Context: an optimization exercise on an open-source flow, tuned for a short achievable clock period and few clock cycles. The choices shown serve that exercise and are no tape-out recipe. Only simulation tests tie the RTL to the original design; equivalence was not proved.

==> flow/design.v (excerpt) <==
module zmips(
    input [31:0] i_data,
    output [31:0] i_addr, d_addr, d_data_o,
    input [31:0] d_data_i,
    input clk, rst,  
    output d_wr, d_rd
    );
==> flow/config.mk <==
export PLATFORM = sky130hd
export DESIGN_NAME = zmips
export DESIGN_NICKNAME = zmips
export VERILOG_FILES = /design/flow/design.v
export SDC_FILE = /design/flow/constraint.sdc
export NUM_CORES = 4
export LEC_CHECK = 0
export ABC_CLOCK_PERIOD_IN_PS = 3000
export CAP_MARGIN = 30
export CORE_MARGIN = 2
export CORE_UTILIZATION = 40
export SLEW_MARGIN = 30
==> flow/constraint.sdc <==
create_clock -name core_clock -period 9.0 [get_ports {clk}]
set_input_delay 1.8000 -clock core_clock [delete_from_list [all_inputs] [get_ports {clk}]]
set_output_delay 1.8000 -clock core_clock [all_outputs]
set_load 0.01 [all_outputs]
standard.sh (not shown) runs the stock make flow with config.mk's settings and CLKGATE_MAP_FILE= SYNTH_SCRIPT=/design/flow/synth_recipe.tcl, a recipe that flattens the netlist after the stock synthesis.
==> flow/flow/run.sh <==
#!/bin/bash
set -eo pipefail
bash standard.sh SETUP_SLACK_MARGIN=6 finish > standard.log 2>&1
The baseline passed the timing, DRC and antenna checks.
Testbench counts at the start, summed over its fixed seeds: cycles 46,622.
Then changed:
--- a/flow/design.v
+++ b/flow/design.v
@@ -171,20 +171,21 @@
     input [31:0] i_data,
     output [31:0] i_addr, d_addr, d_data_o,
     input [31:0] d_data_i,
     input clk, rst,  
     output d_wr, d_rd
     );
 localparam K = 10;   
 logic [31:0] pc;
 logic        d_valid;
 logic [31:0] d_ir;
+logic [29:0] d_rs_oh, d_rt_oh;   
 logic [31:0] d_pc4;
 logic        d_fdone;       
 logic        d_pred;        
 logic        e_valid;
 logic [31:0] e_a, e_b, e_bx;   
 logic        e_fbl;         
 logic        e_lda, e_ldb;  
 logic        e_inv;         
 logic        e_s_add, e_s_and, e_s_or, e_s_xor, e_s_shl, e_s_shr, e_s_pass;  
 logic [3:0]  e_l1, e_l2, e_r1, e_r2;    
@@ -245,73 +246,98 @@
 logic [4:0] d_wrd;
 assign d_ld  = d_rfmt & d_b3 & d_b2;
 assign d_st  = d_rfmt & d_b3 & ~d_b2;
 assign d_wrd = d_li ? 5'd0 : d_rdf;
 assign d_wen  = d_li ? d_ir[28] : (d_rfmt & d_b2 & ~(&d_rdf[4:1]));
 logic d_usea, d_useb;
 assign d_usea = d_rfmt;
 assign d_useb = d_rfmt & ~d_b0 & ~d_jmp;    
 logic [31:0] wb_val;
 logic [31:0] d_rsv, d_rtv, d_av, d_bv;
+logic [31:0] d_rf_rs, d_rf_rt;
+always_comb begin
+    d_rf_rs = 32'b0;
+    d_rf_rt = 32'b0;
+    for (int i = 0; i < 30; i++) begin
+        d_rf_rs = d_rf_rs | (rf[i] & {32{d_rs_oh[i]}});
+        d_rf_rt = d_rf_rt | (rf[i] & {32{d_rt_oh[i]}});
+    end
+end
 assign wb_val = m_ld ? d_data_i : m_res;
 always_comb begin
     if (d_rs == 5'd31)      d_rsv = d_pc4;
     else if (d_rs == 5'd30) d_rsv = r30;
     else if (m_wr && m_rd == d_rs) d_rsv = wb_val;
-    else                    d_rsv = rf[d_rs];
+    else                    d_rsv = d_rf_rs;
 end
 always_comb begin
     if (d_rt == 5'd31)      d_rtv = d_pc4;
     else if (d_rt == 5'd30) d_rtv = r30;
     else if (m_wr && m_rd == d_rt) d_rtv = wb_val;
-    else                    d_rtv = rf[d_rt];
+    else                    d_rtv = d_rf_rt;
 end
 assign d_av = d_li ? {{6{d_ir[25]}}, d_ir[25:0]} : d_rsv;
 assign d_bv = d_rtv;
 logic e_hit_rs, e_hit_rt;
 assign e_hit_rs = e_valid & e_wr & (e_rd == d_rs);
 assign e_hit_rt = e_valid & e_wr & (e_rd == d_rt);
 logic d_a_fast, d_b_fast;
 assign d_a_fast = d_b0 ? (d_ir[5:4] == 2'b00) : (d_ir[5:4] != 2'b00);
 assign d_b_fast = d_ir[5:4] != 2'b00;
 logic stall;
 assign stall = d_valid & (
         (e_ld & ((d_usea & e_hit_rs & (d_jmp | ~d_a_fast)) |
                  (d_useb & e_hit_rt & ~d_b_fast))));
 logic [31:0] d_target;
 assign d_target = d_pc4 + {d_ir[25] ? 4'hf : 4'h0, d_ir[25:0], 2'b00};
 logic e_redirect;
 logic [31:0] e_rtarget;
+logic d_fready, d_fval, d_ftaken;
+always_comb begin
+    case (d_ir[27:26])
+    2'b00:   begin d_fready = ~(e_valid & e_wz); d_fval = flag_z; end
+    2'b01:   begin d_fready = ~(e_valid & e_wc); d_fval = flag_c; end
+    2'b10:   begin d_fready = ~(e_valid & e_wn); d_fval = flag_n; end
+    default: begin d_fready = 1'b1;              d_fval = 1'b1;   end
+    endcase
+end
+assign d_ftaken = (d_ir[27:26] == 2'b11) | (d_fval == d_ir[29]);
+logic d_btaken;    
+assign d_btaken = d_fready ? d_ftaken : d_pred;
 logic d_redirect;
-assign d_redirect = d_valid & ~d_fdone & d_brf & d_pred & ~stall;
+assign d_redirect = d_valid & d_brf & (d_btaken ^ d_fdone) & ~stall;
 logic [31:0] pc_slow;
 logic f_go;
 always_comb begin
     if (e_redirect)       pc_slow = e_rtarget;
     else if (stall)       pc_slow = pc;
-    else if (d_redirect)  pc_slow = d_target;
+    else if (d_redirect)  pc_slow = d_btaken ? d_target : d_pc4;
     else                  pc_slow = pc4;
 end
 assign f_go = f_redirect & ~(e_redirect | stall | d_redirect);
 always_ff @(posedge clk) begin
     if (rst)        pc <= 32'b0;
     else if (f_go)  pc <= f_target;
     else            pc <= pc_slow;
 end
 always_ff @(posedge clk) begin
     if (rst || e_redirect || (d_redirect && !stall)) begin
         d_valid <= 1'b0;
     end else if (!stall) begin
         d_valid <= 1'b1;
     end
     if (!stall) begin
         d_ir    <= i_data;
+        for (int i = 0; i < 30; i++) begin
+            d_rs_oh[i] <= i_data[25:21] == i[4:0];
+            d_rt_oh[i] <= i_data[20:16] == i[4:0];
+        end
         d_pc4   <= pc4;
         d_fdone <= f_redirect;
         d_pred  <= f_bpred;
     end
 end
 always_ff @(posedge clk) begin
     if (d_valid && d_is_jpl && !e_redirect && !rst)
         r30 <= d_pc4;
 end
 logic d_shl, d_shz;
@@ -356,21 +382,21 @@
     e_ld     <= d_ld;
     e_st     <= d_st;
     e_rd     <= d_wrd;
     e_wz     <= d_rfmt & ~d_jmp & (d_b1 | d_ir[2]);
     e_wc     <= d_rfmt & ~d_jmp & (d_b1 | d_ir[1]);
     e_wn     <= d_rfmt & ~d_jmp & (d_b1 | d_ir[0]);
     e_force  <= d_b1;
     e_li     <= d_li;
     e_jr     <= d_jmp & ~d_fdone;
     e_br     <= d_brf;
-    e_pred   <= d_pred;
+    e_pred   <= d_btaken;
     e_bset   <= d_ir[29];
     e_cc     <= d_ir[27:26];
     e_target <= d_target;
     e_pc4    <= d_pc4;
 end
 logic ecin;
 assign ecin = ~e_cinc | flag_c;
 logic [31:0] e_sum;
 logic e_sum_c;
 zmips_n_adder #(.W(32)) ADD0(.a(e_a), .b(e_bx), .cin(ecin), .sum(e_sum), .cout(e_sum_c));
Clock-buffer cell count grows by 5. Setup slack improves by 0.014 ns. Sequential cell count grows by 50. Non-clock buffer count shrinks by 23. Final area shrinks by 6.6%. Die area shrinks by 5.0%. Clock skew shrinks by 0.013 ns.
Testbench counts after the change, summed over its fixed seeds: cycles 46,347.

[what the ideal ports hide]
Ports are ideal in the flow. The routed layouts listed here were re-timed in OpenROAD. Step 1 (the two cells are an assumption about what drives the block):
set clk [get_ports {clk}]
set_driving_cell -lib_cell sky130_fd_sc_hd__clkbuf_16 $clk
set_driving_cell -lib_cell sky130_fd_sc_hd__buf_2 [delete_from_list [all_inputs] $clk]
Step 2 also shifts input and output timing later by t, the mid clock arrival at the registers, as if the neighbouring blocks saw the same clock. a / b / c = ideal ports / drivers / drivers and shift; a / b = the first two.
run	t, ns	setup WS [ns]	clock arrival spread, ns
the first run	0.895	5.388 / 5.410 / 4.515	0.058 / 0.058
the second run	0.921	5.403 / 5.449 / 4.528	0.044 / 0.044
After both steps setup and hold are still met in every run listed. For the second run, which loses most, drivers alone change the setup slack by +0.046 ns; drivers and shift together by -0.875 ns.
